This design comes from an exercise in tuning for small area, a short achievable clock period and few clock cycles per item on the open sky130 flow, not from production work. In this exercise RTL edits were held to simulation tests only and were not proved equivalent to the original.

### flow/config.mk
export PLATFORM = sky130hd
export DESIGN_NAME = ifft_top
export DESIGN_NICKNAME = ifft_top
export VERILOG_FILES = /design/flow/design.v
export SDC_FILE = /design/flow/constraint.sdc
export NUM_CORES = 4
export LEC_CHECK = 0
export CAP_MARGIN = 20
export CORE_MARGIN = 2
export CORE_UTILIZATION = 40
export SLEW_MARGIN = 20
### flow/constraint.sdc
create_clock -name core_clock -period 13.6 [get_ports {clk}]
set_input_delay 2.7200 -clock core_clock [delete_from_list [all_inputs] [get_ports {clk}]]
set_output_delay 2.7200 -clock core_clock [all_outputs]
set_load 0.01 [all_outputs]
### flow/design.v
module ifft_top (
    input  wire        clk,
    input  wire        rst,
    input  wire        ifft_enable,
    input  wire [15:0] in_0_real,
    input  wire [15:0] in_1_real,
    input  wire [15:0] in_2_real,
    input  wire [15:0] in_3_real,
    input  wire [15:0] in_4_real,
    input  wire [15:0] in_5_real,
    input  wire [15:0] in_6_real,
    input  wire [15:0] in_7_real,
    input  wire [15:0] in_8_real,
    input  wire [15:0] in_9_real,
    input  wire [15:0] in_10_real,
    input  wire [15:0] in_11_real,
    input  wire [15:0] in_0_imag,
    input  wire [15:0] in_1_imag,
    input  wire [15:0] in_2_imag,
    input  wire [15:0] in_3_imag,
    input  wire [15:0] in_4_imag,
    input  wire [15:0] in_5_imag,
    input  wire [15:0] in_6_imag,
    input  wire [15:0] in_7_imag,
    input  wire [15:0] in_8_imag,
    input  wire [15:0] in_9_imag,
    input  wire [15:0] in_10_imag,
    input  wire [15:0] in_11_imag,
    output wire [15:0] ifft_out_real,
    output wire [15:0] ifft_out_imag,
    output wire        finish
);
  integer i;
  reg       busy;
  reg [4:0] t;
  reg       fin;
  wire      start = ~busy & ifft_enable;
  always @(posedge clk or negedge rst) begin
    if (!rst) begin
      busy <= 1'b0;
      t    <= 5'd0;
      fin  <= 1'b0;
    end else begin
      if (start) begin
        busy <= 1'b1;
        t    <= 5'd1;
      end else if (busy) begin
        t <= t + 5'd1;
        if (t == 5'd21) busy <= 1'b0;
      end
      fin <= busy & (t >= 5'd5) & (t <= 5'd20);
    end
  end
  assign finish = fin;
  wire [4:0] tn = busy ? t + 5'd1 : 5'd1;
  localparam M_ID = 3'd0, M_J = 3'd1, M_T1 = 3'd2, M_T3 = 3'd3,
             M_W1 = 3'd4, M_W3 = 3'd5, M_W5 = 3'd6, M_W7 = 3'd7;
  reg [2:0] modeN;
  always @(*) begin
    case (tn)
      5'd1:  modeN = M_T1; 5'd2:  modeN = M_J;  5'd3:  modeN = M_T3;
      5'd4:  modeN = M_W1; 5'd5:  modeN = M_T1; 5'd6:  modeN = M_W3;
      5'd7:  modeN = M_W5; 5'd8:  modeN = M_T3; 5'd9:  modeN = M_W7;
      5'd11: modeN = M_T1; 5'd12: modeN = M_J;  5'd13: modeN = M_T3;
      default: modeN = M_ID;
    endcase
  end
  wire [1:0] kn = tn[1:0] + 2'd3;           
  reg  [2:0] modeA, modeA2;
  reg        r0A, r1A, r2A, r3A;            
  reg        r2B1, r2B2, r2C;               
  reg  [3:1] weB1, weB2, weC;               
  reg        n8, sw4, n4r, n4i;             
  reg  [3:1] weG;                           
  reg        bl, bp3;                       
  reg        rot, n0, n1, n2, n3;           
  always @(posedge clk) begin
    modeA  <= modeN;
    modeA2 <= modeA;
    r0A  <= (tn >= 5'd1)  & (tn <= 5'd3);
    r1A  <= (tn >= 5'd4)  & (tn <= 5'd6);
    r2A  <= (tn >= 5'd7)  & (tn <= 5'd9);
    r3A  <= (tn >= 5'd11) & (tn <= 5'd13);
    r2B1 <= (tn >= 5'd8)  & (tn <= 5'd10);
    r2B2 <= r2B1;
    r2C  <= r2B2;
    weB1[1] <= (tn == 5'd2) | (tn == 5'd8)  | (tn == 5'd12);
    weB1[2] <= (tn == 5'd3) | (tn == 5'd9)  | (tn == 5'd13);
    weB1[3] <= (tn == 5'd4) | (tn == 5'd10) | (tn == 5'd14);
    weB2 <= weB1;
    weC  <= weB2;
    weG[1] <= (tn == 5'd1);
    weG[2] <= (tn == 5'd2);
    weG[3] <= (tn == 5'd3);
    n8   <= (tn == 5'd11) | (tn == 5'd15);
    sw4  <= (tn == 5'd11) | (tn == 5'd15);
    n4r  <= (tn == 5'd7)  | (tn == 5'd11);
    n4i  <= (tn == 5'd7)  | (tn == 5'd15);
    bl   <= (tn == 5'd4) | (tn == 5'd8) | (tn == 5'd12) | (tn == 5'd16);
    bp3  <= (tn == 5'd12) | (tn == 5'd16);
    rot  <= (kn == 2'd1);
    n0   <= (kn != 2'd0);
    n1   <= (kn == 2'd1) | (kn == 2'd3);
    n2   <= kn[1];
    n3   <= (kn == 2'd1) | (kn == 2'd2);
  end
  reg [15:0] x0r, x0i, x4r, x4i, x8r, x8i;
  reg [15:0] ar[0:2], ai[0:2], br[0:2], bi[0:2], cr[0:2], ci[0:2];
  always @(posedge clk) begin
    if (!busy) begin
      x0r <= in_0_real;   x0i <= in_0_imag;
      x4r <= in_4_real;   x4i <= in_4_imag;
      x8r <= in_8_real;   x8i <= in_8_imag;
      ar[0] <= in_1_real;  ai[0] <= in_1_imag;
      ar[1] <= in_2_real;  ai[1] <= in_2_imag;
      ar[2] <= in_3_real;  ai[2] <= in_3_imag;
      br[0] <= in_5_real;  bi[0] <= in_5_imag;
      br[1] <= in_6_real;  bi[1] <= in_6_imag;
      br[2] <= in_7_real;  bi[2] <= in_7_imag;
      cr[0] <= in_9_real;  ci[0] <= in_9_imag;
      cr[1] <= in_10_real; ci[1] <= in_10_imag;
      cr[2] <= in_11_real; ci[2] <= in_11_imag;
    end else begin
      for (i = 0; i < 3; i = i + 1) begin
        ar[i] <= ar[(i+1)%3]; ai[i] <= ai[(i+1)%3];
        br[i] <= br[(i+1)%3]; bi[i] <= bi[(i+1)%3];
        cr[i] <= cr[(i+1)%3]; ci[i] <= ci[(i+1)%3];
      end
    end
  end
  reg  [15:0] zr[0:3], zi[0:3];
  always @(posedge clk) begin
    zr[0] <= gv_r; zi[0] <= gv_i;
    for (i = 1; i < 4; i = i + 1) begin
      zr[i] <= zr[i-1]; zi[i] <= zi[i-1];
    end
  end
  wire        subA = r1A | r3A;
  wire [15:0] uopr = r3A ? {zr[3][14:0], 1'b0} : ar[0];
  wire [15:0] uopi = r3A ? {zi[3][14:0], 1'b0} : ai[0];
  wire [15:0] wopr = (r3A ? zr[0] : cr[0]) ^ {16{subA}};
  wire [15:0] wopi = (r3A ? zi[0] : ci[0]) ^ {16{subA}};
  wire [15:0] vopr = r0A ? ~br[0] : 16'd0, vopi = r0A ? ~bi[0] : 16'd0;
  wire [15:0] pre_r, pre_i;
  ifft_add3 #(16) u_prr (uopr, wopr, vopr, r0A, subA, pre_r);
  ifft_add3 #(16) u_pri (uopi, wopi, vopi, r0A, subA, pre_i);
  reg  [15:0] PBr, PBi;
  always @(posedge clk) begin
    PBr <= r2A ? br[0] : pre_r;
    PBi <= r2A ? bi[0] : pre_i;
  end
  reg [4:0]  cre, cim;
  reg        hs;
  always @(*) begin
    case (modeA2)
      M_W1:    begin cre = 5'b00_11_0; cim = 5'b10_00_0; hs = 1'b0; end
      M_W3:    begin cre = 5'b11_00_0; cim = 5'b00_10_0; hs = 1'b0; end
      M_W5:    begin cre = 5'b11_01_1; cim = 5'b00_11_1; hs = 1'b0; end
      M_W7:    begin cre = 5'b01_11_1; cim = 5'b11_00_1; hs = 1'b0; end
      M_T1:    begin cre = 5'b00_11_0; cim = 5'b10_00_0; hs = 1'b1; end
      default: begin cre = 5'b01_11_1; cim = 5'b00_11_1; hs = 1'b1; end  
    endcase
  end
  wire byA2 = (modeA2 == M_ID) | (modeA2 == M_J);
  wire jA2  = (modeA2 == M_J);
  reg [15:0] XRr, YRr, ZRr, XRi, YRi, ZRi;
  reg        hsB, byB, byC;
  reg        hq2, hsB2, hq1, hq1b, hsB3, hsB4;
  always @(posedge clk) begin
    hq2  <= (modeA == M_T1) | (modeA == M_T3);
    hsB2 <= hq2;
    hq1  <= (modeN == M_T1) | (modeN == M_T3);
    hq1b <= hq1;
    hsB3 <= hq1b;
    hsB4 <= (tn == 5'd3) | (tn == 5'd5) | (tn == 5'd7) | (tn == 5'd10) | (tn == 5'd13) | (tn == 5'd15);
  end
  reg [3:0]  kreB, kimB, kreC, kimC;    
  always @(posedge clk) begin
    XRr <= byA2 ? (jA2 ? -PBi : PBr) : (cre[4] ? PBi : PBr) ^ {16{cre[3]}};
    YRr <= (cre[2] ? PBi : PBr) ^ {16{cre[1]}};
    ZRr <= cre[0] ? ~PBr : 16'd0;
    XRi <= byA2 ? (jA2 ? PBr : PBi) : (cim[4] ? PBi : PBr) ^ {16{cim[3]}};
    YRi <= (cim[2] ? PBi : PBr) ^ {16{cim[1]}};
    ZRi <= cim[0] ? ~PBi : 16'd0;
    hsB  <= hs;
    byB  <= byA2;
    byC  <= byB;
    kreB <= {hs, cre[3], cre[1], cre[0]}; kimB <= {hs, cim[3], cim[1], cim[0]};
    kreC <= kreB; kimC <= kimB;
  end
  wire [25:0] s_re, c_re, s_im, c_im;
  ifft_tw_comp u_re (.x(XRr), .y(YRr), .z(ZRr), .hx(hsB), .hy(hsB2), .s(s_re), .c(c_re));
  ifft_tw_comp u_im (.x(XRi), .y(YRi), .z(ZRi), .hx(hsB3), .hy(hsB4), .s(s_im), .c(c_im));
  reg  [25:0] SRr, CRr, SRi, CRi;
  always @(posedge clk) begin
    SRr <= byB ? {XRr, 10'd0} : s_re;  CRr <= byB ? 26'd0 : c_re;
    SRi <= byB ? {XRi, 10'd0} : s_im;  CRi <= byB ? 26'd0 : c_im;
  end
  reg  [25:0] kpr, kpi;
  always @(*) begin
    case ({byC, kreC})
      5'd0: kpr = 26'h08e00d1;
      5'd1: kpr = 26'h08e00d2;
      5'd2: kpr = 26'h08e0258;
      5'd3: kpr = 26'h08e0259;
      5'd4: kpr = 26'h08e0483;
      5'd5: kpr = 26'h08e0484;
      5'd6: kpr = 26'h08e060a;
      5'd7: kpr = 26'h08e060b;
      5'd8: kpr = 26'h3bf816c;
      5'd9: kpr = 26'h3bf816d;
      5'd10: kpr = 26'h3bf8440;
      5'd11: kpr = 26'h3bf8441;
      5'd12: kpr = 26'h3bf8440;
      5'd13: kpr = 26'h3bf8441;
      5'd14: kpr = 26'h3bf8714;
      5'd15: kpr = 26'h3bf8715;
      5'd16: kpr = 26'h0000000;
      5'd17: kpr = 26'h0000000;
      5'd18: kpr = 26'h0000000;
      5'd19: kpr = 26'h0000000;
      5'd20: kpr = 26'h0000000;
      5'd21: kpr = 26'h0000000;
      5'd22: kpr = 26'h0000000;
      5'd23: kpr = 26'h0000000;
      5'd24: kpr = 26'h0000000;
      5'd25: kpr = 26'h0000000;
      5'd26: kpr = 26'h0000000;
      5'd27: kpr = 26'h0000000;
      5'd28: kpr = 26'h0000000;
      5'd29: kpr = 26'h0000000;
      5'd30: kpr = 26'h0000000;
      5'd31: kpr = 26'h0000000;
    endcase
  end
  always @(*) begin
    case ({byC, kimC})
      5'd0: kpi = 26'h08e00d1;
      5'd1: kpi = 26'h08e00d2;
      5'd2: kpi = 26'h08e0258;
      5'd3: kpi = 26'h08e0259;
      5'd4: kpi = 26'h08e0483;
      5'd5: kpi = 26'h08e0484;
      5'd6: kpi = 26'h08e060a;
      5'd7: kpi = 26'h08e060b;
      5'd8: kpi = 26'h3bf816c;
      5'd9: kpi = 26'h3bf816d;
      5'd10: kpi = 26'h3bf8440;
      5'd11: kpi = 26'h3bf8441;
      5'd12: kpi = 26'h3bf8440;
      5'd13: kpi = 26'h3bf8441;
      5'd14: kpi = 26'h3bf8714;
      5'd15: kpi = 26'h3bf8715;
      5'd16: kpi = 26'h0000000;
      5'd17: kpi = 26'h0000000;
      5'd18: kpi = 26'h0000000;
      5'd19: kpi = 26'h0000000;
      5'd20: kpi = 26'h0000000;
      5'd21: kpi = 26'h0000000;
      5'd22: kpi = 26'h0000000;
      5'd23: kpi = 26'h0000000;
      5'd24: kpi = 26'h0000000;
      5'd25: kpi = 26'h0000000;
      5'd26: kpi = 26'h0000000;
      5'd27: kpi = 26'h0000000;
      5'd28: kpi = 26'h0000000;
      5'd29: kpi = 26'h0000000;
      5'd30: kpi = 26'h0000000;
      5'd31: kpi = 26'h0000000;
    endcase
  end
  wire [15:0] zsr = r2C ? zr[2] : 16'd0, zsi = r2C ? zi[2] : 16'd0;
  wire [25:0] psum_r, psum_i;
  ifft_add4 #(26) u_psr (SRr, CRr, kpr, {zsr, 10'd0}, 1'b0, 1'b0, psum_r);
  ifft_add4 #(26) u_psi (SRi, CRi, kpi, {zsi, 10'd0}, 1'b0, 1'b0, psum_i);
  wire [15:0] gv_r = psum_r[25:10], gv_i = psum_i[25:10];
  wire [15:0] q0v_r, q0v_i;
  ifft_add3 #(16) u_q0r (ar[0], br[0], cr[0], 1'b0, 1'b0, q0v_r);
  ifft_add3 #(16) u_q0i (ai[0], bi[0], ci[0], 1'b0, 1'b0, q0v_i);
  wire [15:0] gbr = x8r ^ {16{n8}}, gbi = x8i ^ {16{n8}};
  wire [15:0] gcr = (sw4 ? x4i : x4r) ^ {16{n4r}};
  wire [15:0] gci = (sw4 ? x4r : x4i) ^ {16{n4i}};
  wire [15:0] g0v_r, g0v_i;
  ifft_add3 #(16) u_g0r (x0r, gbr, gcr, n8, n4r, g0v_r);
  ifft_add3 #(16) u_g0i (x0i, gbi, gci, n8, n4i, g0v_i);
  reg  [15:0] G0r, G0i;
  always @(posedge clk) begin
    G0r <= g0v_r; G0i <= g0v_i;
  end
  reg [15:0] s1r, s1i, s2r, s2i, s3r, s3i;
  reg [15:0] g0r, g0i, g1r, g1i, g2r, g2i, g3r, g3i;
  always @(posedge clk) begin
    if (weG[1] | weC[1]) begin s1r <= weG[1] ? q0v_r : gv_r; s1i <= weG[1] ? q0v_i : gv_i; end
    if (weG[2] | weC[2]) begin s2r <= weG[2] ? q0v_r : gv_r; s2i <= weG[2] ? q0v_i : gv_i; end
    if (weG[3] | weC[3]) begin s3r <= weG[3] ? q0v_r : gv_r; s3i <= weG[3] ? q0v_i : gv_i; end
    if (bl) begin
      g0r <= G0r;   g0i <= G0i;
      g1r <= s1r;   g1i <= s1i;
      g2r <= s2r;   g2i <= s2i;
      g3r <= bp3 ? gv_r : s3r;  g3i <= bp3 ? gv_i : s3i;
    end else if (rot) begin
      g1r <= ~g1i; g1i <= g1r;
      g3r <= ~g3i; g3i <= g3r;
    end
  end
  wire [15:0] o_r, o_i;
  ifft_add4 #(16) u_or (g0r, g2r ^ {16{n2}}, g1r ^ {16{n1}}, g3r ^ {16{n3}}, n0, n0, o_r);
  ifft_add4 #(16) u_oi (g0i, g2i ^ {16{n2}}, g1i ^ {16{n1}}, g3i ^ {16{n3}}, n0, n0, o_i);
  reg  [15:0] OR, OI;
  always @(posedge clk) begin
    OR <= o_r; OI <= o_i;
  end
  assign ifft_out_real = OR;
  assign ifft_out_imag = OI;
endmodule
module ifft_tw_comp (
    input  wire [15:0] x,
    input  wire [15:0] y,
    input  wire [15:0] z,
    input  wire        hx,       
    input  wire        hy,       
    output wire [25:0] s,
    output wire [25:0] c
);
  function [25:0] t(input [15:0] v, input integer k);
    t = {10'd0, ~v[15], v[14:0]} << k;
  endfunction
  wire [15:0] nx = ~x, ny = ~y;
  wire [15:0] xg = hx ? x : 16'd0;
  wire [15:0] yg = hy ? ny : 16'd0;
  wire [25:0] o0  = t(x, 10);
  wire [25:0] o1  = t(nx, 6);
  wire [25:0] o5  = t(y, 9);
  wire [25:0] o10 = t(z, 0);
  wire [25:0] o2  = hx ? t(nx, 8) : t(nx, 4);
  wire [25:0] o3  = hx ? t(x, 4)  : t(x, 1);
  wire [25:0] o4  = t(xg, 2);
  wire [25:0] o6  = hy ? t(y, 8)  : t(ny, 7);
  wire [25:0] o7  = hy ? t(ny, 5) : t(y, 3);
  wire [25:0] o8  = hy ? t(ny, 3) : t(ny, 0);
  wire [25:0] o9  = t(yg, 2);
  wire [25:0] a1, b1, a2, b2;
  ifft_csa l0a (o0, o1, o5, a1, b1);
  ifft_csa l0b (a1, b1, o10, a2, b2);
  wire [25:0] s1a, c1a, s1b, c1b, s1c, c1c;
  ifft_csa l1a (o2, o3, o4, s1a, c1a);
  ifft_csa l1b (o6, o7, o8, s1b, c1b);
  ifft_csa l1c (o9, a2, b2, s1c, c1c);
  wire [25:0] s2a, c2a, s2b, c2b;
  ifft_csa l2a (s1a, c1a, s1b, s2a, c2a);
  ifft_csa l2b (c1b, s1c, c1c, s2b, c2b);
  wire [25:0] s3, c3;
  ifft_csa l3 (s2a, c2a, s2b, s3, c3);
  ifft_csa l4 (s3, c3, c2b, s, c);
endmodule
module ifft_add3 #(parameter W = 16) (
    input  wire [W-1:0] a,
    input  wire [W-1:0] b,
    input  wire [W-1:0] d,
    input  wire         ci1,
    input  wire         ci2,
    output wire [W-1:0] y
);
  wire [W-1:0] s = a ^ b ^ d;
  wire [W-1:0] m = (a & b) | (a & d) | (b & d);
  assign y = s + {m[W-2:0], ci1} + {{(W-1){1'b0}}, ci2};
endmodule
module ifft_add4 #(parameter W = 16) (
    input  wire [W-1:0] a,
    input  wire [W-1:0] b,
    input  wire [W-1:0] d,
    input  wire [W-1:0] e,
    input  wire         ci1,
    input  wire         ci2,
    output wire [W-1:0] y
);
  wire [W-1:0] s1 = a ^ b ^ d;
  wire [W-1:0] m1 = (a & b) | (a & d) | (b & d);
  wire [W-1:0] c1 = {m1[W-2:0], ci1};
  wire [W-1:0] s2 = s1 ^ c1 ^ e;
  wire [W-1:0] m2 = (s1 & c1) | (s1 & e) | (c1 & e);
  assign y = s2 + {m2[W-2:0], ci2};
endmodule
module ifft_csa (
    input  wire [25:0] a,
    input  wire [25:0] b,
    input  wire [25:0] d,
    output wire [25:0] s,
    output wire [25:0] c
);
  assign s = a ^ b ^ d;
  wire [25:0] m = (a & b) | (a & d) | (b & d);
  assign c = {m[24:0], 1'b0};
endmodule
### flow/run.sh
#!/bin/bash
# synth_recipe.tcl (not shown) runs the flow's synth.tcl, then flattens the netlist and writes it again
# the make line also repeats each setting of config.mk as NAME=value (left out here)
make -C /OpenROAD-flow-scripts/flow DESIGN_CONFIG=/design/flow/config.mk WORK_HOME=/design/flow/orfs CLKGATE_MAP_FILE= SYNTH_SCRIPT=/design/flow/synth_recipe.tcl finish
==> results.json, run 1 <==
{
  "clock_sinks": 1106,
  "cts_tree": "built",
  "drive_gt1_frac": 0.112,
  "cts-buffers-inserted": 118,
  "rows": 142,
  "crit_path_max_incr_delay_ns": 0.71,
  "place_hpwl_um": 133000,
  "mostFrequentLayoutCells": "765 x dfxtp_1, 732 x inv_1, 495 x fa_1",
  "grt_usage": 0.216,
  "cp_num_cells": 16,
  "worstMarginPinSlew_ns": 1.15,
  "dieArea_um2": 155000,
  "fin_crit_sh": 0.341,
  "synth_edf_count": 320,
  "grt_overflow_total": 0,
  "ctsHoldBuffers": 0,
  "dr.pass1.iters": 5,
  "via_per_inst": 4.94,
  "cp_num_buf_inv": 3,
  "die_x_um": 393,
  "numPortBuffers": 419,
  "ios": 420,
  "setup_violations": 0,
  "die_y_um": 393,
  "synth_top_area_cell": "dfxtp_1",
  "layout_commonest_cell": "dfxtp_1",
  "core_area_um2": 150000,
  "crit_arrival_ns": 5.33,
  "timing.max_cap.violations": 0,
  "netlist_area_um2": 60600,
  "finalMaxSlewViolations": 0,
  "syn_avg_cell_area_um2": 11.2,
  "crit_path_start_kind": "flop",
  "status": "finished clean",
  "avgRoutedWirePerCell_um": 21.2,
  "ys_seq_area_frac": 0.419,
  "critical-path-slowest-cell": "dfxtp_4",
  "h-tree-depth": 3,
  "fmax_mhz": 216,
  "drt-total-wl_um": 167000,
  "clk_pin_slew_ns": 0.06,
  "rsz0062_at_grt": "false",
  "synthTopCellsByArea": "dfxtp_1 26%, fa_1 16%, edfxtp_1 16%",
  "synthCells": 5433,
  "initialDrtViolationCount": 2978,
  "fin_crit_ns": 4.63,
  "clock_latency_ns": 0.76,
  "ctsResizeCount": 0,
  "gp_congestion": 0.902,
  "ys_async_sr_fraction": 0.00633,
  "hold_viol_final": 0,
  "critical_path.most_common_cell": "fa_1",
  "hold_path_class": "flop to flop",
  "fin_setup_tns_ns": 0,
  "slew_headroom": 0.236,
  "ys_ff_latch": 1106,
  "synth_cell_types": 89,
  "grt_pass1_wl_um": 251000,
  "ant_nets": 0,
  "ys.flop_type": "dfxtp_1",
  "min_delay_path_depth": 0,
  "crit_chain": "buf_4 -> o21ai_0 -> fa_1 -> inv_1 -> fa_1 -> inv_1 -> fa_1 -> nor2b_1 -> o21ai_1 -> a21boi_0 -> o21ai_0 -> a21boi_1 -> o21bai_1 -> a31oi_1 -> or3_1 -> nand3_1",
  "cp_max_fo": 51,
  "finClkSkew_ns": 0.0352,
  "postCtsSetupBuffers": 0,
  "cts_root_buffer": "clkbuf_16",
  "start_util": 0.404,
  "dr_total_vias": 39000,
  "post-route-util": 0.472,
  "worstPathRequired_ns": 14.29,
  "grt_pass1_vias": 39800,
  "crit_family": "compound AO/OA/AOI/OAI gates",
  "crit_type": "flop to flop",
  "clockBufferDepth": 3,
  "drc_errors": 0,
  "rr_worst_depth": 16,
  "fin_nets": 6977,
  "antenna_found_initial": 10,
  "endpoint_kind": "flop",
  "yosysWarnings": 18,
  "area_delta_synth_final_pct": 16.8,
  "grt_max_degree": 186,
  "yosysTopAreaCellShare": 0.257
}
[per-layer routing]
layer	wire (um)	vias up	part of all wire	GRT usage
met1	71200	19000	0.43	0.282
met5	39	-	0.00023	0
met2	75700	1249	0.45	0.337
li1	-	18500	-	-
met3	13700	231	0.082	0.0602
met4	6830	6	0.041	0.0874
[cells in the mapped netlist (10+ instances only)]
cell type / count
a21oi_1: 173
nor2_1: 218
nor3_1: 51
buf_1: 30
o31ai_1: 15
a31oi_1: 12
a21boi_0: 11
inv_1: 733
o21bai_1: 15
and3_1: 16
maj3_1: 12
a211oi_1: 19
buf_2: 10
ha_1: 313
or2_2: 12
xnor2_1: 197
o211ai_1: 29
and2_1: 42
xor2_1: 170
or3_1: 22
dfxtp_1: 779
o21a_1: 35
nand2b_1: 48
o21ai_0: 242
a221oi_1: 13
mux2_2: 372
a21o_1: 57
clkbuf_1: 189
mux2i_1: 131
nand2_1: 368
nand3_1: 37
nor2b_1: 107
edfxtp_1: 320
fa_1: 495
[worst register-to-register path, stage by stage (launching register included)]
cell,delay [ns]
dfxtp_4,0.71
buf_4,0.58
o21ai_0,0.26
fa_1,0.53
inv_1,0.05
fa_1,0.40
inv_1,0.09
fa_1,0.21
nor2b_1,0.06
o21ai_1,0.18
a21boi_0,0.15
o21ai_0,0.23
a21boi_1,0.16
o21bai_1,0.27
a31oi_1,0.20
or3_1,0.41
nand3_1,0.08
[flip-flops by register name (all words and copies together) (netlist names), 24 cells and up]
signal / flops
zi: 63
zr: 63
ai: 48
ar: 48
bi: 48
br: 48
ci: 48
cr: 48
SRi: 26
SRr: 26
CRi: 24
CRr: 24
[metrics by stage]
stage               cell area [um2]  cells  hold WS [ns]  worst slack [ns]
floorplan                     60600   5435         0.310              9.07
global placement              66800   7678         0.310              9.12
detailed placement            66800   7678         0.312              9.01
CTS                           70800   7897         0.321              9.02
global route                  70800   7898         0.324              8.63
finish                        70800   7899         0.319              8.97
[worst paths after layout]
check                           slack (ns)                end              start
worst max-delay path                  8.97    PBr[14]$_DFF_P_        r3A$_DFF_P_
max in group asynchronous            11.08     busy$_DFF_PN0_                rst
worst min register to register        0.32  zr[2][10]$_DFF_P_  zr[1][10]$_DFF_P_
min in group asynchronous             2.23   t[4]$_DFFE_PN0P_                rst
worst min-delay path                  0.32  zr[2][10]$_DFF_P_  zr[1][10]$_DFF_P_
worst max register to register        8.97    PBr[14]$_DFF_P_        r3A$_DFF_P_
[cell type report]
| class | instances | area [um2] |
|---|---|---|
| Timing Repair Buffer | 457 | 4490 |
| Clock inverter | 46 | 572 |
| Fill cell | 13800 | 79300 |
| Tap cell | 2016 | 2520 |
| Antenna cell | 2 | 5.00 |
| Multi-Input combinational cell | 3364 | 31700 |
| Sequential cell | 1106 | 25400 |
| Inverter | 735 | 2760 |
| Clock buffer | 173 | 3390 |
[kinds of logic (layout without fill, tap and decap cells)]
kind of cell,Yosys count,count (layout),synth area share
flip-flops,1106,1106,0.419
buffers and inverters,965,1411,0.0601
AND/OR/NAND/NOR,959,959,0.0739
other,1,5,0.0000618
adder cells (fa/ha/maj),820,820,0.230
AO/OA/AOI/OAI,708,708,0.0727
multiplexers,503,503,0.0907
XOR/XNOR,371,371,0.0541
Testbench counts, summed over its fixed seeds: cycles 11,264, items 512.
==> run 2, diff against run 1 <==
--- a/flow/config.mk
+++ b/flow/config.mk
@@ -8,4 +8,4 @@
 export CAP_MARGIN = 20
 export CORE_MARGIN = 2
-export CORE_UTILIZATION = 40
+export CORE_UTILIZATION = 65
 export SLEW_MARGIN = 20
==> results.json, run 2 <==
{
  "ctsHoldBuffers": 0,
  "crit_chain": "buf_4 -> mux2i_1 -> xnor2_1 -> fa_1 -> fa_1 -> fa_1 -> a21o_1 -> a21oi_1 -> o21bai_1 -> a21o_1 -> a21oi_1 -> o21ai_0 -> a21oi_1 -> o311ai_0",
  "slew_headroom": 0.259,
  "top_regs": "zi x63, zr x63",
  "fin_crit_ns": 4.76,
  "synthTopCellsByArea": "dfxtp_1 26%, fa_1 16%, edfxtp_1 16%",
  "fin_setup_tns_ns": 0,
  "syn_avg_cell_area_um2": 11.2,
  "yosysMostFrequentCell": "dfxtp_1",
  "synth_edf_count": 320,
  "ys.flop_type": "dfxtp_1",
  "mostFrequentLayoutCells": "768 x dfxtp_1, 732 x inv_1, 495 x fa_1",
  "cts_root_buffer": "clkbuf_16",
  "yosysWarnings": 18,
  "synthCells": 5433,
  "crit_path_max_incr_delay_ns": 0.66,
  "rows": 112,
  "fmax_mhz": 210,
  "synth_top_area_cell": "dfxtp_1",
  "rsz0062_at_grt": "false",
  "post_synth_most_frequent_cells": "779 x dfxtp_1, 733 x inv_1, 495 x fa_1",
  "place_hpwl_um": 127000,
  "netlist_area_um2": 60600,
  "fin_crit_sh": 0.350,
  "start_util": 0.653,
  "critical-path-slowest-cell": "dfxtp_4",
  "die_y_um": 309,
  "synth_cell_types": 89,
  "dr_total_vias": 39900,
  "setup_slack_ns": 8.84,
  "layout_commonest_cell": "dfxtp_1",
  "hold_viol_final": 0,
  "min_from": "weB2[2]$_DFF_P_",
  "cp_num_buf_inv": 1,
  "grt_max_degree": 164,
  "cp_num_cells": 14,
  "grt_overflow_total": 0,
  "ys_async_sr_fraction": 0.00633,
  "antenna_found_initial": 13,
  "drt-total-wl_um": 161000,
  "r2r-end": "G0r[14]$_DFF_P_",
  "cp_max_fo": 34,
  "status": "finished clean",
  "setup_violations": 0,
  "hold_path_class": "flop to flop",
  "clk_pin_slew_ns": 0.06,
  "core_area_um2": 92900,
  "nFillCells": 6484,
  "postCtsSetupBuffers": 0,
  "crit_arrival_ns": 5.28,
  "crit_family": "compound AO/OA/AOI/OAI gates",
  "dr.pass1.iters": 6,
  "fin_nets": 6962,
  "hold_path_end": "weC[2]$_DFF_P_",
  "yosysTopAreaCellShare": 0.257,
  "ys_ff_latch": 1106,
  "ios": 420,
  "drive_gt1_frac": 0.109,
  "cts-buffers-inserted": 112,
  "initialDrtViolationCount": 3510,
  "timing.max_cap.violations": 0,
  "grt_usage": 0.342,
  "r2r_slack_ns": 8.84,
  "drc_errors": 0,
  "dieArea_um2": 95800,
  "numPortBuffers": 419,
  "rr_worst_depth": 14,
  "cts_tree": "built",
  "grt_pass1_vias": 40400,
  "grt_pass1_wl_um": 244000,
  "ant_nets": 0,
  "h-tree-depth": 3,
  "worstPathRequired_ns": 14.12,
  "ys_seq_area_frac": 0.419,
  "clock_sinks": 1106,
  "post-route-util": 0.749,
  "avgRoutedWirePerCell_um": 22.7,
  "clock_latency_ns": 0.71,
  "die_x_um": 309,
  "clockBufferDepth": 3,
  "area_delta_synth_final_pct": 14.7,
  "worstMarginPinSlew_ns": 1.11,
  "ctsResizeCount": 0,
  "r2r-start": "sw4$_DFF_P_",
  "finClkSkew_ns": 0.0312,
  "crit_type": "flop to flop",
  "endpoint_kind": "flop",
  "min_delay_path_depth": 0,
  "gp_congestion": 0.968,
  "place_ws_ns": 8.87,
  "via_per_inst": 5.59,
  "crit_path_start_kind": "flop",
  "finalMaxSlewViolations": 0
}
[run 2: per-layer routing]
layer	routed length (um)	global-route usage
met1	66400	0.465
met2	75100	0.544
met3	13700	0.0728
met4	6130	0.126
met5	80	0
[run 2: cell families after synthesis]
family	Yosys count	synth area share
flops	1106	0.419
buf+inv	965	0.0601
simple gates	959	0.0739
fa+ha+maj	820	0.230
compound gates	708	0.0727
mux	503	0.0907
xor+xnor	371	0.0541
other cells	1	0.0000618
[run 2: how the worst max path moves through the flow]
stage | startpoint | end | slack (ns)
global placement | sw4$_DFF_P_ | G0r[14]$_DFF_P_ | 8.97
global route | sw4$_DFF_P_ | G0r[14]$_DFF_P_ | 8.52
detailed placement | sw4$_DFF_P_ | G0r[14]$_DFF_P_ | 8.87
floorplan | sw4$_DFF_P_ | G0i[12]$_DFF_P_ | 9.07
finish | sw4$_DFF_P_ | G0r[14]$_DFF_P_ | 8.84
CTS | sw4$_DFF_P_ | G0r[14]$_DFF_P_ | 8.86
[run 2: stage by stage]
stage,instance area (um2),cells,hold WS [ns]
2_1_floorplan,60600,5435,0.310
3_3_place_gp,65800,6906,0.310
3_5_place_dp,65800,6906,0.312
4_1_cts,69500,7119,0.316
5_1_grt,69600,7120,0.320
6_report,69600,7125,0.312
[run 2: area by class of cell]
class                   count  area (um2)  share of cell area
well taps                1254        1570              0.0226
diodes                      5        12.5            0.000180
inverters                 735        2760              0.0397
multi-input cells        3364       31600               0.455
clock buffers             162        3240              0.0466
clock inverters            51         480             0.00691
flip-flops and latches   1106       25400               0.365
repair buffers            448        4440              0.0639
==> run 3, diff against run 2 <==
--- a/flow/config.mk
+++ b/flow/config.mk
@@ -8,4 +8,5 @@
 export CAP_MARGIN = 20
 export CORE_MARGIN = 2
-export CORE_UTILIZATION = 65
+export CORE_UTILIZATION = 60
+export PLACE_DENSITY = 0.8
 export SLEW_MARGIN = 20
==> results.json, run 3 <==
{
  "clock_sinks": 1106,
  "status": "finished clean",
  "drc_errors": 0,
  "rsz0062_at_grt": "false",
  "r2r-end": "g3i[5]$_DFFE_PP_",
  "crit_type": "flop to flop",
  "place_hpwl_um": 125000,
  "fin_setup_tns_ns": 0,
  "crit_path_max_incr_delay_ns": 0.93,
  "cp_num_buf_inv": 2,
  "dr_wl_met2_um": 75000,
  "setup_violations": 0,
  "syn_avg_cell_area_um2": 11.2,
  "die_y_um": 322,
  "rr_worst_depth": 13,
  "routed-wl-met3_um": 14300,
  "grt_overflow_total": 0,
  "avgRoutedWirePerCell_um": 22.5,
  "timing.max_cap.violations": 0,
  "cp-endpoint": "g3i[5]$_DFFE_PP_",
  "yosysWarnings": 18,
  "clockBufferDepth": 3,
  "top_regs": "zi x63, zr x63",
  "gp_congestion": 0.984,
  "critical-path-slowest-cell": "xnor2_1",
  "min_delay_path_depth": 0,
  "fmax_mhz": 213,
  "hold_viol_final": 0,
  "r2r_slack_ns": 8.91,
  "crit_path_start_kind": "flop",
  "netlist_area_um2": 60600,
  "synth_top_area_cell": "dfxtp_1",
  "antenna_found_initial": 6,
  "die_x_um": 322,
  "yosysMostFrequentCell": "dfxtp_1",
  "crit_chain": "buf_4 -> nand2_1 -> fa_1 -> inv_1 -> ha_1 -> nand3_1 -> or3_4 -> a21oi_4 -> nand2b_1 -> a21oi_1 -> xnor2_1 -> mux2i_1 -> a21oi_1",
  "post_synth_most_frequent_cells": "779 x dfxtp_1, 733 x inv_1, 495 x fa_1",
  "ant_nets": 0,
  "endpoint_kind": "flop",
  "synth_edf_count": 320,
  "drt-total-wl_um": 161000,
  "cts_tree": "built",
  "postCtsSetupBuffers": 0,
  "yosysTopAreaCellShare": 0.257,
  "cts_root_buffer": "clkbuf_16",
  "fin_crit_sh": 0.345,
  "setup_slack_ns": 8.91,
  "numPortBuffers": 419,
  "synthCells": 5433,
  "rows": 116,
  "ys.flop_type": "dfxtp_1",
  "crit_arrival_ns": 5.24,
  "synth_simple_gate_area_frac": 0.0739,
  "grt_max_degree": 84,
  "worstMarginPinSlew_ns": 1.26,
  "placed_area_um2": 65900,
  "r2r-start": "r2C$_DFF_P_",
  "hold_path_class": "flop to flop",
  "grt_pass1_vias": 41200,
  "ys_ff_latch": 1106,
  "clock_latency_ns": 0.71,
  "routed.top_layer": "met5",
  "grt_pass1_wl_um": 245000,
  "crit_family": "simple AND/OR/NAND/NOR gates",
  "h-tree-depth": 3,
  "place_ws_ns": 9.07,
  "crit_start": "r2C$_DFF_P_",
  "wl_met1_um": 65800,
  "cts-buffers-inserted": 113,
  "finClkSkew_ns": 0.0260,
  "holdWs_ns": 0.321,
  "cp_max_fo": 30,
  "synthTopCellsByArea": "dfxtp_1 26%, fa_1 16%, edfxtp_1 16%",
  "ctsHoldBuffers": 0,
  "synth_top_family_by_area": "adder cells",
  "dr_total_vias": 40100,
  "dieArea_um2": 104000,
  "synth_compound_area_frac": 0.0727,
  "layout_commonest_cell": "dfxtp_1",
  "slew_headroom": 0.154,
  "worstPathRequired_ns": 14.15,
  "fin_nets": 6965,
  "clk_pin_slew_ns": 0.07,
  "synth_cell_types": 89,
  "start_util": 0.606,
  "ys_async_sr_fraction": 0.00633,
  "mostFrequentLayoutCells": "766 x dfxtp_1, 732 x inv_1, 495 x fa_1",
  "dr.pass1.iters": 8,
  "core_area_um2": 100000,
  "ys_seq_area_frac": 0.419,
  "finalMaxSlewViolations": 0,
  "initialDrtViolationCount": 3804,
  "synth_xor_area_frac": 0.0541,
  "synthAdderAreaFrac": 0.230,
  "fin_area_um2": 69800,
  "cp_num_cells": 13,
  "via_per_inst": 5.60,
  "grt_usage": 0.314,
  "critical_path.most_common_cell": "a21oi_1",
  "area_delta_synth_final_pct": 15.1,
  "ctsResizeCount": 0,
  "synthMuxAreaShare": 0.0907,
  "drive_gt1_frac": 0.112,
  "post-route-util": 0.697,
  "fin_crit_ns": 4.69,
  "ios": 420
}
[run 3: cell count changes in the layout (fill, tap and decap cells not counted), moves of 5 or more]
cell	before	now
clkbuf_8	19	13
clkbuf_1	28	17
clkinvlp_4	3	8
inv_6	4	9
bufinv_16	6	14
clkinv_4	3	8
[run 3: worst min-delay path by stage]
stage | endpoint | start | slack, ns
after floorplan | hq1b$_DFF_P_ | hq1$_DFF_P_ | 0.31
after global placement | zi[2][3]$_DFF_P_ | zi[1][3]$_DFF_P_ | 0.31
after detailed placement | hsB2$_DFF_P_ | hq2$_DFF_P_ | 0.31
after CTS | zi[2][3]$_DFF_P_ | zi[1][3]$_DFF_P_ | 0.32
after global routing | zi[2][3]$_DFF_P_ | zi[1][3]$_DFF_P_ | 0.32
final | weB2[3]$_DFF_P_ | weB1[3]$_DFF_P_ | 0.32
[run 3: worst register-to-register path, stage by stage, from the launching register on]
cell and delay (ns):
dfxtp_1 0.40, buf_4 0.38, nand2_1 0.30, fa_1 0.61, inv_1 0.05, ha_1 0.33
nand3_1 0.12, or3_4 0.44, a21oi_4 0.29, nand2b_1 0.19, a21oi_1 0.09, xnor2_1 0.93
mux2i_1 0.20, a21oi_1 0.20
[run 3: layer usage]
metal / track usage / vias up
met4: 0.106 / 6
met2: 0.502 / 1622
met5: 0 / -
li1: - / 18500
met1: 0.421 / 19700
met3: 0.0758 / 298
[run 3: cells by family (layout without fill, tap and decap cells)]
kind of cell	after synthesis	after routing
mux	503	503
xor+xnor	371	371
compound gates	708	708
fa+ha+maj	820	820
flops	1106	1106
simple gates	959	959
other cells	1	5
buf+inv	965	1398
[run 3: area by class of cell]
cell class,count,area [um2]
multi-input cells,3364,31600
fillers,7228,30400
flip-flops and latches,1106,25400
repair buffers,450,4430
clock buffers,144,3100
inverters,735,2760
well taps,1298,1620
clock inverters,69,820
diodes,2,5.00
[run 3: through the flow]
step	cells
after floorplan	5435
after global placement	6953
after detailed placement	6953
after CTS	7166
after global routing	7166
final	7168
==> run 4, diff against run 3 <==
--- a/flow/config.mk
+++ b/flow/config.mk
@@ -8,5 +8,5 @@
 export CAP_MARGIN = 20
 export CORE_MARGIN = 2
-export CORE_UTILIZATION = 60
-export PLACE_DENSITY = 0.8
+export CORE_UTILIZATION = 40
+export CTS_BUF_LIST = sky130_fd_sc_hd__clkbuf_4 sky130_fd_sc_hd__clkbuf_8
 export SLEW_MARGIN = 20
==> results.json, run 4 <==
{
  "status": "finished clean",
  "hold_viol_final": 0,
  "start_util": 0.404,
  "place_ws_ns": 9.01,
  "top_regs": "zi x63, zr x63",
  "grt_max_degree": 186,
  "rows": 142,
  "yosysMostFrequentCell": "dfxtp_1",
  "synthMuxAreaShare": 0.0907,
  "grt_usage": 0.217,
  "r2r-start": "r3A$_DFF_P_",
  "synthTopCellsByArea": "dfxtp_1 26%, fa_1 16%, edfxtp_1 16%",
  "setup_slack_ns": 8.94,
  "clockBufferDepth": 3,
  "fin_nets": 7043,
  "synth_edf_count": 320,
  "ctsHoldBuffers": 0,
  "cts-buffers-inserted": 184,
  "initialDrtViolationCount": 3051,
  "grt_overflow_total": 0,
  "grt_pass1_wl_um": 254000,
  "worstPathRequired_ns": 14.44,
  "ys_seq_area_frac": 0.419,
  "ctsResizeCount": 0,
  "post-route-util": 0.473,
  "fin_setup_tns_ns": 0,
  "cp_max_fo": 51,
  "crit_path_start_kind": "flop",
  "final_cells": 8017,
  "synthAdderAreaFrac": 0.230,
  "worstMarginPinSlew_ns": 1.14,
  "area_delta_synth_final_pct": 17.0,
  "yosysWarnings": 18,
  "crit_start": "r3A$_DFF_P_",
  "synth_compound_area_frac": 0.0727,
  "endpoint_kind": "flop",
  "cts_tree": "built",
  "ys_async_sr_fraction": 0.00633,
  "antenna_found_initial": 10,
  "dp_cells": 7678,
  "mostFrequentLayoutCells": "765 x dfxtp_1, 732 x inv_1, 495 x fa_1",
  "crit_arrival_ns": 5.51,
  "avgRoutedWirePerCell_um": 21.0,
  "core_area_um2": 150000,
  "drt-total-wl_um": 169000,
  "ios": 420,
  "finClkSkew_ns": 0.0577,
  "cts_root_buffer": "clkbuf_8",
  "setup_violations": 0,
  "grt_pass1_vias": 40200,
  "synth_top_area_cell": "dfxtp_1",
  "h-tree-depth": 4,
  "synthCells": 5433,
  "die_y_um": 393,
  "crit_type": "flop to flop",
  "timing.max_cap.violations": 0,
  "clock_latency_ns": 0.94,
  "clk_pin_slew_ns": 0.06,
  "netlist_area_um2": 60600,
  "rsz0062_at_grt": "false",
  "via_per_inst": 4.93,
  "synth_simple_gate_area_frac": 0.0739,
  "postCtsSetupBuffers": 0,
  "fin_crit_ns": 4.66,
  "clock_sinks": 1106,
  "ys.flop_type": "dfxtp_1",
  "hold_path_class": "flop to flop",
  "ant_nets": 0,
  "post_synth_most_frequent_cells": "779 x dfxtp_1, 733 x inv_1, 495 x fa_1",
  "synth_top_family_by_area": "adder cells",
  "placed_area_um2": 66800,
  "syn_avg_cell_area_um2": 11.2,
  "dr_total_vias": 39500,
  "slew_headroom": 0.241,
  "gp_congestion": 0.902,
  "drive_gt1_frac": 0.135,
  "die_x_um": 393,
  "ys_ff_latch": 1106,
  "synth_xor_area_frac": 0.0541,
  "fin_area_um2": 71000,
  "drc_errors": 0,
  "yosysTopAreaCellShare": 0.257,
  "dr.pass1.iters": 7,
  "numPortBuffers": 419,
  "layout_commonest_cell": "dfxtp_1",
  "fin_crit_sh": 0.343,
  "min_from": "modeA[0]$_DFF_P_",
  "dieArea_um2": 155000,
  "place_hpwl_um": 133000,
  "finalMaxSlewViolations": 0,
  "fmax_mhz": 214,
  "synth_cell_types": 89
}
run 4: layout make-up:
class / instances / area (um2)
flip-flops and latches: 1106 / 25400
multi-input cells: 3364 / 31700
clock buffers: 290 / 3570
clock inverters: 46 / 552
repair buffers: 457 / 4490
fillers: 13700 / 79200
inverters: 735 / 2760
diodes: 3 / 7.51
well taps: 2016 / 2520
run 4: path summary, 6_finish.rpt:
| path | to | slack, ns | cells past startpoint |
|---|---|---|---|
| setup / recovery | PBr[14]$_DFF_P_ | 8.94 | 16 |
| hold / removal | modeA2[0]$_DFF_P_ | 0.32 | 0 |
| setup reg to reg | PBr[14]$_DFF_P_ | 8.94 | 16 |
| hold reg to reg | modeA2[0]$_DFF_P_ | 0.32 | 0 |
| max in group asynchronous | busy$_DFF_PN0_ | 11.25 | 1 |
| min in group asynchronous | busy$_DFF_PN0_ | 2.06 | 1 |
run 4: cells by family (layout without fill, tap and decap cells):
group / after synthesis / in the layout
flip-flops: 1106 / 1106
adder cells (fa/ha/maj): 820 / 820
buffers and inverters: 965 / 1528
multiplexers: 503 / 503
XOR/XNOR: 371 / 371
other: 1 / 6
AND/OR/NAND/NOR: 959 / 959
AO/OA/AOI/OAI: 708 / 708
run 4: routing by layer:
layer	up-vias	GRT usage	wire length, um
met5	-	0	7
met4	2	0.0579	3870
met3	212	0.0484	10900
met2	1177	0.352	78900
met1	19400	0.293	75000
li1	18700	-	-
run 4: worst max-delay path, cell delays in order (launching register included):
cell,delay [ns]
dfxtp_4,0.71
buf_4,0.58
o21ai_0,0.24
fa_1,0.54
inv_1,0.05
fa_1,0.40
inv_1,0.09
fa_1,0.21
nor2b_1,0.06
o21ai_1,0.18
a21boi_0,0.14
o21ai_0,0.23
a21boi_1,0.16
o21bai_1,0.27
a31oi_1,0.20
or3_1,0.41
nand3_1,0.08
run 4: per-stage QoR:
stage / hold slack, ns
2_1_floorplan: 0.310
3_3_place_gp: 0.310
3_5_place_dp: 0.312
4_1_cts: 0.316
5_1_grt: 0.321
6_report: 0.316
==> run 5, diff against run 4 <==
==> flow/config.mk (replaced) <==
export PLATFORM = sky130hd
export DESIGN_NAME = ifft_top
export DESIGN_NICKNAME = ifft_top
export VERILOG_FILES = /design/flow/design.v
export SDC_FILE = /design/flow/constraint.sdc
export NUM_CORES = 4
export LEC_CHECK = 0
export CAP_MARGIN = 80
export CORE_MARGIN = 2
export CORE_UTILIZATION = 40
export SLEW_MARGIN = 80
==> results.json, run 5 <==
{
  "status": "finished clean",
  "clock_sinks": 1106,
  "setup_violations": 0,
  "h-tree-depth": 3,
  "ys_ff_latch": 1106,
  "top_regs": "zi x63, zr x63",
  "crit_arrival_ns": 1.69,
  "numPortBuffers": 419,
  "yosysMostFrequentCell": "dfxtp_1",
  "hold_path_class": "flop to flop",
  "finClkSkew_ns": 0.0859,
  "finalMaxSlewViolations": 0,
  "ctsHoldBuffers": 0,
  "synth_edf_count": 320,
  "endpoint_kind": "output port",
  "critical-path-slowest-cell": "clkdlybuf4s50_1",
  "synthTopCellsByArea": "dfxtp_1 26%, fa_1 16%, edfxtp_1 16%",
  "cp_max_fo": 1,
  "ctsResizeCount": 0,
  "clk_pin_slew_ns": 0.06,
  "core_area_um2": 150000,
  "ys_seq_area_frac": 0.419,
  "ys_async_sr_fraction": 0.00633,
  "fin_area_um2": 75000,
  "cts_tree": "built",
  "crit_path_start_kind": "flop",
  "yosysTopAreaCellShare": 0.257,
  "drt-total-wl_um": 170000,
  "timing.max_cap.violations": 0,
  "synth_top_area_cell": "dfxtp_1",
  "die_y_um": 393,
  "fin_crit_sh": 0.325,
  "postCtsSetupBuffers": 0,
  "final_cells": 8036,
  "crit_chain": "clkdlybuf4s50_1",
  "worstPathRequired_ns": 10.88,
  "crit_family": "buffers and inverters",
  "syn_avg_cell_area_um2": 11.2,
  "fmax_mhz": 227,
  "dr_total_vias": 39800,
  "gp_congestion": 0.902,
  "r2r-start": "n1$_DFF_P_",
  "synth_cell_types": 89,
  "diodes": 0,
  "avgRoutedWirePerCell_um": 21.2,
  "ant_nets": 0,
  "fin_crit_ns": 4.41,
  "cts_root_buffer": "clkbuf_16",
  "synthCells": 5433,
  "die_x_um": 393,
  "holdWs_ns": 0.323,
  "min_delay_path_depth": 0,
  "r2r-end": "OI[15]$_DFF_P_",
  "crit_start": "OI[15]$_DFF_P_",
  "setup_slack_ns": 9.19,
  "dp_cells": 7810,
  "grt_pass1_wl_um": 257000,
  "via_per_inst": 4.95,
  "grt_overflow_total": 0,
  "layout_commonest_cell": "inv_1",
  "fin_setup_tns_ns": 0,
  "hold_path_end": "zi[2][0]$_DFF_P_",
  "grt_max_degree": 52,
  "antenna_found_initial": 7,
  "netlist_area_um2": 60600,
  "grt_pass1_vias": 41000,
  "crit_path_max_incr_delay_ns": 0.55,
  "rr_worst_depth": 16,
  "start_util": 0.404,
  "initialDrtViolationCount": 2737,
  "area_delta_synth_final_pct": 23.8,
  "drive_gt1_frac": 0.195,
  "grt_usage": 0.219,
  "ys.flop_type": "dfxtp_1",
  "clock_latency_ns": 0.79,
  "cts-buffers-inserted": 116,
  "post-route-util": 0.500,
  "rows": 142,
  "place_hpwl_um": 138000,
  "post_synth_most_frequent_cells": "779 x dfxtp_1, 733 x inv_1, 495 x fa_1",
  "fin_nets": 7114,
  "mostFrequentLayoutCells": "725 x inv_1, 644 x dfxtp_1, 493 x fa_1",
  "dieArea_um2": 155000,
  "place_ws_ns": 9.20,
  "drc_errors": 0,
  "min_from": "zi[1][0]$_DFF_P_",
  "dr.pass1.iters": 5,
  "hold_viol_final": 0,
  "r2r_slack_ns": 9.20,
  "placed_area_um2": 70200,
  "rsz0062_at_grt": "false",
  "clockBufferDepth": 3,
  "yosysWarnings": 18,
  "ios": 420,
  "crit_type": "flop to output port",
  "cp_num_buf_inv": 1
}
## run 5: changes by cell type in the layout (fill, tap and decap cells not counted), moves of 26 or more
cell,before,now
o21ai_0,242,167
clkbuf_16,0,126
xor2_1,169,143
dfxtp_2,10,105
xnor2_2,4,64
buf_8,0,32
xnor2_1,196,128
clkbuf_4,68,1
dfxtp_1,765,644
buf_2,0,33
dfxtp_4,4,30
o21ai_1,7,73
clkbuf_8,222,16
## run 5: how the worst max path moves through the flow
stage | end | slack (ns) | cells past startpoint
2_1_floorplan | G0i[12]$_DFF_P_ | 9.07 | 16
3_3_place_gp | g3r[15]$_DFFE_PP_ | 9.12 | 13
3_5_place_dp | OI[14]$_DFF_P_ | 9.20 | 17
4_1_cts | ifft_out_imag[15] | 9.09 | 1
5_1_grt | OI[15]$_DFF_P_ | 8.92 | 16
6_report | ifft_out_imag[15] | 9.19 | 1
## run 5: layout make-up
| class | instances | area (um2) |
|---|---|---|
| clock buffer | 159 | 3430 |
| clock inverter | 60 | 651 |
| fill | 13300 | 75100 |
| inverter | 735 | 2780 |
| multi-input combinational | 3364 | 33600 |
| sequential | 1106 | 25600 |
| tap | 2016 | 2520 |
| timing repair buffer | 596 | 6430 |
## run 5: cells by family after synthesis
logic type,share of synthesized area
xor gates and xnor gates,0.0541
muxes,0.0907
AOI/OAI and AO/OA,0.0727
other,0.0000618
buffers and inverters,0.0601
and+or+nand+nor,0.0739
DFF,0.419
adders and majority gates,0.230
## run 5: per-layer routing
metal  vias up  track usage  share of wire
met1     19700        0.298           0.44
met2      1040        0.362           0.48
met4         6       0.0557          0.022
met3       195       0.0363          0.058
li1      18800            -              -
met5         -            0        0.00024
==> run 6, diff against run 5 <==
--- a/flow/design.v
+++ b/flow/design.v
@@ -47,7 +47,7 @@
       end else if (busy) begin
         t <= t + 5'd1;
-        if (t == 5'd21) busy <= 1'b0;
+        if (t == 5'd20) busy <= 1'b0;
       end
-      fin <= busy & (t >= 5'd5) & (t <= 5'd20);
+      fin <= busy & (t >= 5'd4) & (t <= 5'd19);
     end
   end
@@ -59,12 +59,12 @@
   always @(*) begin
     case (tn)
-      5'd1:  modeN = M_T1; 5'd2:  modeN = M_J;  5'd3:  modeN = M_T3;
-      5'd4:  modeN = M_W1; 5'd5:  modeN = M_T1; 5'd6:  modeN = M_W3;
-      5'd7:  modeN = M_W5; 5'd8:  modeN = M_T3; 5'd9:  modeN = M_W7;
-      5'd11: modeN = M_T1; 5'd12: modeN = M_J;  5'd13: modeN = M_T3;
+      5'd1:  modeN = M_T1; 5'd2:  modeN = M_T3;
+      5'd3:  modeN = M_T1; 5'd4:  modeN = M_W1; 5'd5:  modeN = M_W3;
+      5'd6:  modeN = M_T3; 5'd7:  modeN = M_W5; 5'd8:  modeN = M_W7;
+      5'd10: modeN = M_J;  5'd11: modeN = M_T1; 5'd12: modeN = M_T3;
       default: modeN = M_ID;
     endcase
   end
-  wire [1:0] kn = tn[1:0] + 2'd3;           
+  wire [1:0] kn = tn[1:0];                  
   reg  [2:0] modeA, modeA2;
   reg        r0A, r1A, r2A, r3A;            
@@ -73,4 +73,5 @@
   reg        n8, sw4, n4r, n4i;             
   reg  [3:1] weG;                           
+  reg        bp2;                           
   reg        bl, bp3;                       
   reg        rot, n0, n1, n2, n3;           
@@ -78,25 +79,26 @@
     modeA  <= modeN;
     modeA2 <= modeA;
-    r0A  <= (tn >= 5'd1)  & (tn <= 5'd3);
-    r1A  <= (tn >= 5'd4)  & (tn <= 5'd6);
-    r2A  <= (tn >= 5'd7)  & (tn <= 5'd9);
-    r3A  <= (tn >= 5'd11) & (tn <= 5'd13);
-    r2B1 <= (tn >= 5'd8)  & (tn <= 5'd10);
+    r0A  <= (tn >= 5'd1)  & (tn <= 5'd2);
+    r1A  <= (tn >= 5'd3)  & (tn <= 5'd5);
+    r2A  <= (tn >= 5'd6)  & (tn <= 5'd8);
+    r3A  <= (tn >= 5'd10) & (tn <= 5'd12);
+    r2B1 <= (tn >= 5'd7)  & (tn <= 5'd9);
     r2B2 <= r2B1;
     r2C  <= r2B2;
     weB1[1] <= (tn == 5'd2) | (tn == 5'd8)  | (tn == 5'd12);
-    weB1[2] <= (tn == 5'd3) | (tn == 5'd9)  | (tn == 5'd13);
-    weB1[3] <= (tn == 5'd4) | (tn == 5'd10) | (tn == 5'd14);
+    weB1[2] <= (tn == 5'd7) | (tn == 5'd11);
+    weB1[3] <= (tn == 5'd3) | (tn == 5'd9)  | (tn == 5'd13);
     weB2 <= weB1;
     weC  <= weB2;
     weG[1] <= (tn == 5'd1);
-    weG[2] <= (tn == 5'd2);
-    weG[3] <= (tn == 5'd3);
-    n8   <= (tn == 5'd11) | (tn == 5'd15);
-    sw4  <= (tn == 5'd11) | (tn == 5'd15);
-    n4r  <= (tn == 5'd7)  | (tn == 5'd11);
-    n4i  <= (tn == 5'd7)  | (tn == 5'd15);
-    bl   <= (tn == 5'd4) | (tn == 5'd8) | (tn == 5'd12) | (tn == 5'd16);
-    bp3  <= (tn == 5'd12) | (tn == 5'd16);
+    weG[2] <= (tn == 5'd4);
+    weG[3] <= (tn == 5'd2);
+    bp2  <= (tn == 5'd3);
+    n8   <= (tn == 5'd10) | (tn == 5'd14);
+    sw4  <= (tn == 5'd10) | (tn == 5'd14);
+    n4r  <= (tn == 5'd6)  | (tn == 5'd10);
+    n4i  <= (tn == 5'd6)  | (tn == 5'd14);
+    bl   <= (tn == 5'd3) | (tn == 5'd7) | (tn == 5'd11) | (tn == 5'd15);
+    bp3  <= (tn == 5'd11) | (tn == 5'd15);
     rot  <= (kn == 2'd1);
     n0   <= (kn != 2'd0);
@@ -113,12 +115,12 @@
       x8r <= in_8_real;   x8i <= in_8_imag;
       ar[0] <= in_1_real;  ai[0] <= in_1_imag;
-      ar[1] <= in_2_real;  ai[1] <= in_2_imag;
-      ar[2] <= in_3_real;  ai[2] <= in_3_imag;
+      ar[1] <= in_3_real;  ai[1] <= in_3_imag;
+      ar[2] <= in_2_real;  ai[2] <= in_2_imag;
       br[0] <= in_5_real;  bi[0] <= in_5_imag;
-      br[1] <= in_6_real;  bi[1] <= in_6_imag;
-      br[2] <= in_7_real;  bi[2] <= in_7_imag;
+      br[1] <= in_7_real;  bi[1] <= in_7_imag;
+      br[2] <= in_6_real;  bi[2] <= in_6_imag;
       cr[0] <= in_9_real;  ci[0] <= in_9_imag;
-      cr[1] <= in_10_real; ci[1] <= in_10_imag;
-      cr[2] <= in_11_real; ci[2] <= in_11_imag;
+      cr[1] <= in_11_real; ci[1] <= in_11_imag;
+      cr[2] <= in_10_real; ci[2] <= in_10_imag;
     end else begin
       for (i = 0; i < 3; i = i + 1) begin
@@ -173,5 +175,5 @@
     hq1b <= hq1;
     hsB3 <= hq1b;
-    hsB4 <= (tn == 5'd3) | (tn == 5'd5) | (tn == 5'd7) | (tn == 5'd10) | (tn == 5'd13) | (tn == 5'd15);
+    hsB4 <= (tn == 5'd3) | (tn == 5'd4) | (tn == 5'd5) | (tn == 5'd8) | (tn == 5'd13) | (tn == 5'd14);
   end
   reg [3:0]  kreB, kimB, kreC, kimC;    
@@ -278,4 +280,7 @@
   ifft_add3 #(16) u_q0r (ar[0], br[0], cr[0], 1'b0, 1'b0, q0v_r);
   ifft_add3 #(16) u_q0i (ai[0], bi[0], ci[0], 1'b0, 1'b0, q0v_i);
+  wire [15:0] jv_r, jv_i;
+  ifft_add3 #(16) u_jr (~ai[2], ~ci[2], bi[2], 1'b1, 1'b1, jv_r);
+  ifft_add3 #(16) u_ji (ar[2], cr[2], ~br[2], 1'b1, 1'b0, jv_i);
   wire [15:0] gbr = x8r ^ {16{n8}}, gbi = x8i ^ {16{n8}};
   wire [15:0] gcr = (sw4 ? x4i : x4r) ^ {16{n4r}};
@@ -292,10 +297,10 @@
   always @(posedge clk) begin
     if (weG[1] | weC[1]) begin s1r <= weG[1] ? q0v_r : gv_r; s1i <= weG[1] ? q0v_i : gv_i; end
-    if (weG[2] | weC[2]) begin s2r <= weG[2] ? q0v_r : gv_r; s2i <= weG[2] ? q0v_i : gv_i; end
+    if (weG[2] | weC[2]) begin s2r <= weG[2] ? jv_r : gv_r; s2i <= weG[2] ? jv_i : gv_i; end
     if (weG[3] | weC[3]) begin s3r <= weG[3] ? q0v_r : gv_r; s3i <= weG[3] ? q0v_i : gv_i; end
     if (bl) begin
       g0r <= G0r;   g0i <= G0i;
       g1r <= s1r;   g1i <= s1i;
-      g2r <= s2r;   g2i <= s2i;
+      g2r <= bp2 ? q0v_r : s2r;   g2i <= bp2 ? q0v_i : s2i;
       g3r <= bp3 ? gv_r : s3r;  g3i <= bp3 ? gv_i : s3i;
     end else if (rot) begin
==> results.json, run 6 <==
{
  "status": "finished clean",
  "clock_latency_ns": 0.79,
  "clock_sinks": 1107,
  "area_delta_synth_final_pct": 23.6,
  "cp_max_fo": 6,
  "r2r_slack_ns": 9.05,
  "yosysMostFrequentCell": "inv_1",
  "layout_commonest_cell": "inv_1",
  "crit_path_start_kind": "flop",
  "timing.max_cap.violations": 0,
  "dr.pass1.iters": 6,
  "worstPathRequired_ns": 14.12,
  "start_util": 0.402,
  "grt_overflow_total": 0,
  "grt_pass1_wl_um": 283000,
  "yosysTopAreaCellShare": 0.246,
  "endpoint_kind": "flop",
  "hold_path_class": "flop to flop",
  "finalMaxSlewViolations": 0,
  "nFillCells": 14200,
  "core_area_um2": 158000,
  "ctsHoldBuffers": 0,
  "postCtsSetupBuffers": 0,
  "ys.flop_type": "dfxtp_1",
  "post_synth_most_frequent_cells": "840 x inv_1, 780 x dfxtp_1, 527 x fa_1",
  "numPortBuffers": 419,
  "setup_violations": 0,
  "rows": 146,
  "cts_root_buffer": "clkbuf_16",
  "synth_top_area_cell": "dfxtp_1",
  "fin_area_um2": 78600,
  "crit_path_max_incr_delay_ns": 0.53,
  "via_per_inst": 5.08,
  "fmax_mhz": 220,
  "netlist_area_um2": 63600,
  "antenna_found_initial": 19,
  "finClkSkew_ns": 0.0529,
  "clk_pin_slew_ns": 0.06,
  "h-tree-depth": 4,
  "r2r-end": "g3i[11]$_DFFE_PP_",
  "hold_viol_final": 0,
  "ys_ff_latch": 1107,
  "dr_total_vias": 43300,
  "synth_edf_count": 320,
  "top_regs": "zi x63, zr x63",
  "placed_area_um2": 73600,
  "min_delay_path_depth": 0,
  "drive_gt1_frac": 0.194,
  "drc_errors": 0,
  "crit_chain": "inv_1 -> fa_1 -> inv_1 -> ha_1 -> ha_1 -> o21ai_0 -> a21oi_2 -> o211ai_1 -> buf_2 -> a21o_1 -> and3_2 -> o41ai_4 -> clkdlybuf4s25_1 -> buf_1 -> a21oi_2 -> xnor2_4 -> buf_4 -> a221o_1",
  "critical-path-slowest-cell": "fa_1",
  "hold_path_end": "weB2[1]$_DFF_P_",
  "cts-buffers-inserted": 130,
  "drt-total-wl_um": 189000,
  "rsz0062_at_grt": "false",
  "synth_cell_types": 83,
  "mostFrequentLayoutCells": "827 x inv_1, 625 x dfxtp_1, 524 x fa_1",
  "place_hpwl_um": 154000,
  "avgRoutedWirePerCell_um": 22.2,
  "die_x_um": 403,
  "cts_tree": "built",
  "grt_max_degree": 50,
  "ctsResizeCount": 0,
  "min_from": "weB1[1]$_DFF_P_",
  "crit_arrival_ns": 5.07,
  "clockBufferDepth": 3,
  "crit_type": "flop to flop",
  "die_y_um": 403,
  "yosysWarnings": 18,
  "fin_crit_ns": 4.55,
  "ys_seq_area_frac": 0.399,
  "fin_crit_sh": 0.334,
  "ant_nets": 0,
  "initialDrtViolationCount": 2955,
  "ys_async_sr_fraction": 0.00632,
  "fin_nets": 7599,
  "synthCells": 5842,
  "grt_pass1_vias": 44600,
  "grt_usage": 0.233,
  "fin_setup_tns_ns": 0,
  "ios": 420,
  "synthTopCellsByArea": "dfxtp_1 25%, fa_1 17%, edfxtp_1 15%",
  "gp_congestion": 0.935,
  "r2r-start": "SRi[5]$_SDFF_PP0_",
  "dieArea_um2": 162000,
  "syn_avg_cell_area_um2": 10.9,
  "rr_worst_depth": 18
}
[run 6: cell count changes in the layout (fill, tap and decap cells not counted), moves of 31 or more]
cell     previous run  this run
nor2_1            202       249
a21oi_1           154       196
mux2i_1           115       146
xnor2_1           128       162
fa_1              493       524
inv_1             725       827
[run 6: cell type report]
type | count | area, um2 | area share
well taps | 2072 | 2590 | 0.0330
repair buffers | 611 | 6540 | 0.0832
inverters | 843 | 3200 | 0.0407
flip-flops and latches | 1107 | 25700 | 0.327
clock inverters | 69 | 835 | 0.0106
clock buffers | 167 | 3630 | 0.0462
multi-input cells | 3650 | 36100 | 0.460
diodes | 4 | 10.0 | 0.000127
[run 6: logic make-up (layout without fill, tap and decap cells)]
kind of cell,Yosys count,in the layout,synth area share
AOI/OAI and AO/OA,822,822,0.0803
buffers and inverters,1087,1690,0.0643
muxes,535,535,0.0917
xor gates and xnor gates,420,420,0.0580
other,1,7,0.0000590
DFF,1107,1107,0.399
adders and majority gates,869,869,0.233
and+or+nand+nor,1001,1001,0.0732
[run 6: worst max path at each step]
stage	startpoint	to	slack (ns)	cells past startpoint
after global placement	r3A$_DFF_P_	PBi[14]$_DFF_P_	8.92	16
after floorplan	sw4$_DFF_P_	G0r[12]$_DFF_P_	9.06	16
final	SRi[5]$_SDFF_PP0_	g3i[11]$_DFFE_PP_	9.05	18
after global routing	SRi[5]$_SDFF_PP0_	g3i[11]$_DFFE_PP_	8.86	18
after detailed placement	n1$_DFF_P_	OI[14]$_DFF_P_	9.33	18
after CTS	OI[14]$_DFF_P_	ifft_out_imag[14]	9.11	1
[run 6: per-layer routing]
| metal | up-vias | track usage | share of wire | wire length (um) |
|---|---|---|---|---|
| li1 | 20200 | - | - | - |
| met1 | 21500 | 0.315 | 0.44 | 82600 |
| met2 | 1341 | 0.372 | 0.46 | 87500 |
| met3 | 273 | 0.0479 | 0.066 | 12500 |
| met4 | 22 | 0.0831 | 0.036 | 6740 |
| met5 | - | 0 | 0.00072 | 137 |
[run 6: worst max-delay path: cells and delay by family (launching register included)]
kind                     cells  cell delay, ns
buffers and inverters        6            1.03
AND/OR/NAND/NOR              1            0.31
flip-flops                   1            0.31
adder cells (fa/ha/maj)      3            1.06
XOR/XNOR                     1            0.15
AO/OA/AOI/OAI                7            1.44
[run 6: per-stage QoR]
stage | hold WS [ns] | setup WS, ns | cells | util
after floorplan | 0.310 | 9.06 | 5844 | -
after detailed placement | 0.312 | 9.33 | 8276 | 0.465
after global placement | 0.310 | 8.92 | 8137 | 0.442
final | 0.315 | 9.05 | 8523 | 0.497
after global routing | 0.323 | 8.86 | 8519 | 0.497
after CTS | 0.323 | 9.11 | 8512 | 0.493
Testbench counts of run 6, summed over its fixed seeds: cycles 10,752, items 512.

[port drivers added, routing unchanged]
No port has a modelled driver above. Below, the same layouts with a new extraction and two added sets of constraints. Step 1 sets driving cells, clkbuf_16 on the clock port and buf_2 on the other inputs (assumed; they add their load-dependent delay and slew). Step 2, shift: input delay + t, output delay - t, t = (earliest + latest rising clock arrival at the registers) / 2. This alone moves slack from input paths to output paths. Three values: no drivers, after step 1, after step 2; two values: the first two.
run | shift t [ns] | slack for setup (ns) | latest minus earliest clock arrival (ns) | slew at the worst register clock pin (ns) | worst data-port slew with drivers (ns)
run 1 | 0.822 | 8.966 / 8.966 / 8.966 | 0.038 / 0.037 | 0.07 / 0.07 | 0.14
run 2 | 0.774 | 8.844 / 8.844 / 8.844 | 0.035 / 0.035 | 0.07 / 0.07 | 0.11
run 3 | 0.774 | 8.910 / 8.910 / 8.910 | 0.032 / 0.032 | 0.07 / 0.07 | 0.10
run 4 | 0.996 | 8.935 / 8.935 / 8.935 | 0.061 / 0.061 | 0.07 / 0.07 | 0.13
run 5 | 0.827 | 9.185 / 9.104 / 9.197 | 0.087 / 0.086 | 0.07 / 0.07 | 0.11
run 6 | 0.855 | 9.054 / 9.054 / 9.054 | 0.060 / 0.060 | 0.07 / 0.07 | 0.17
After both steps every run listed still meets setup and hold.
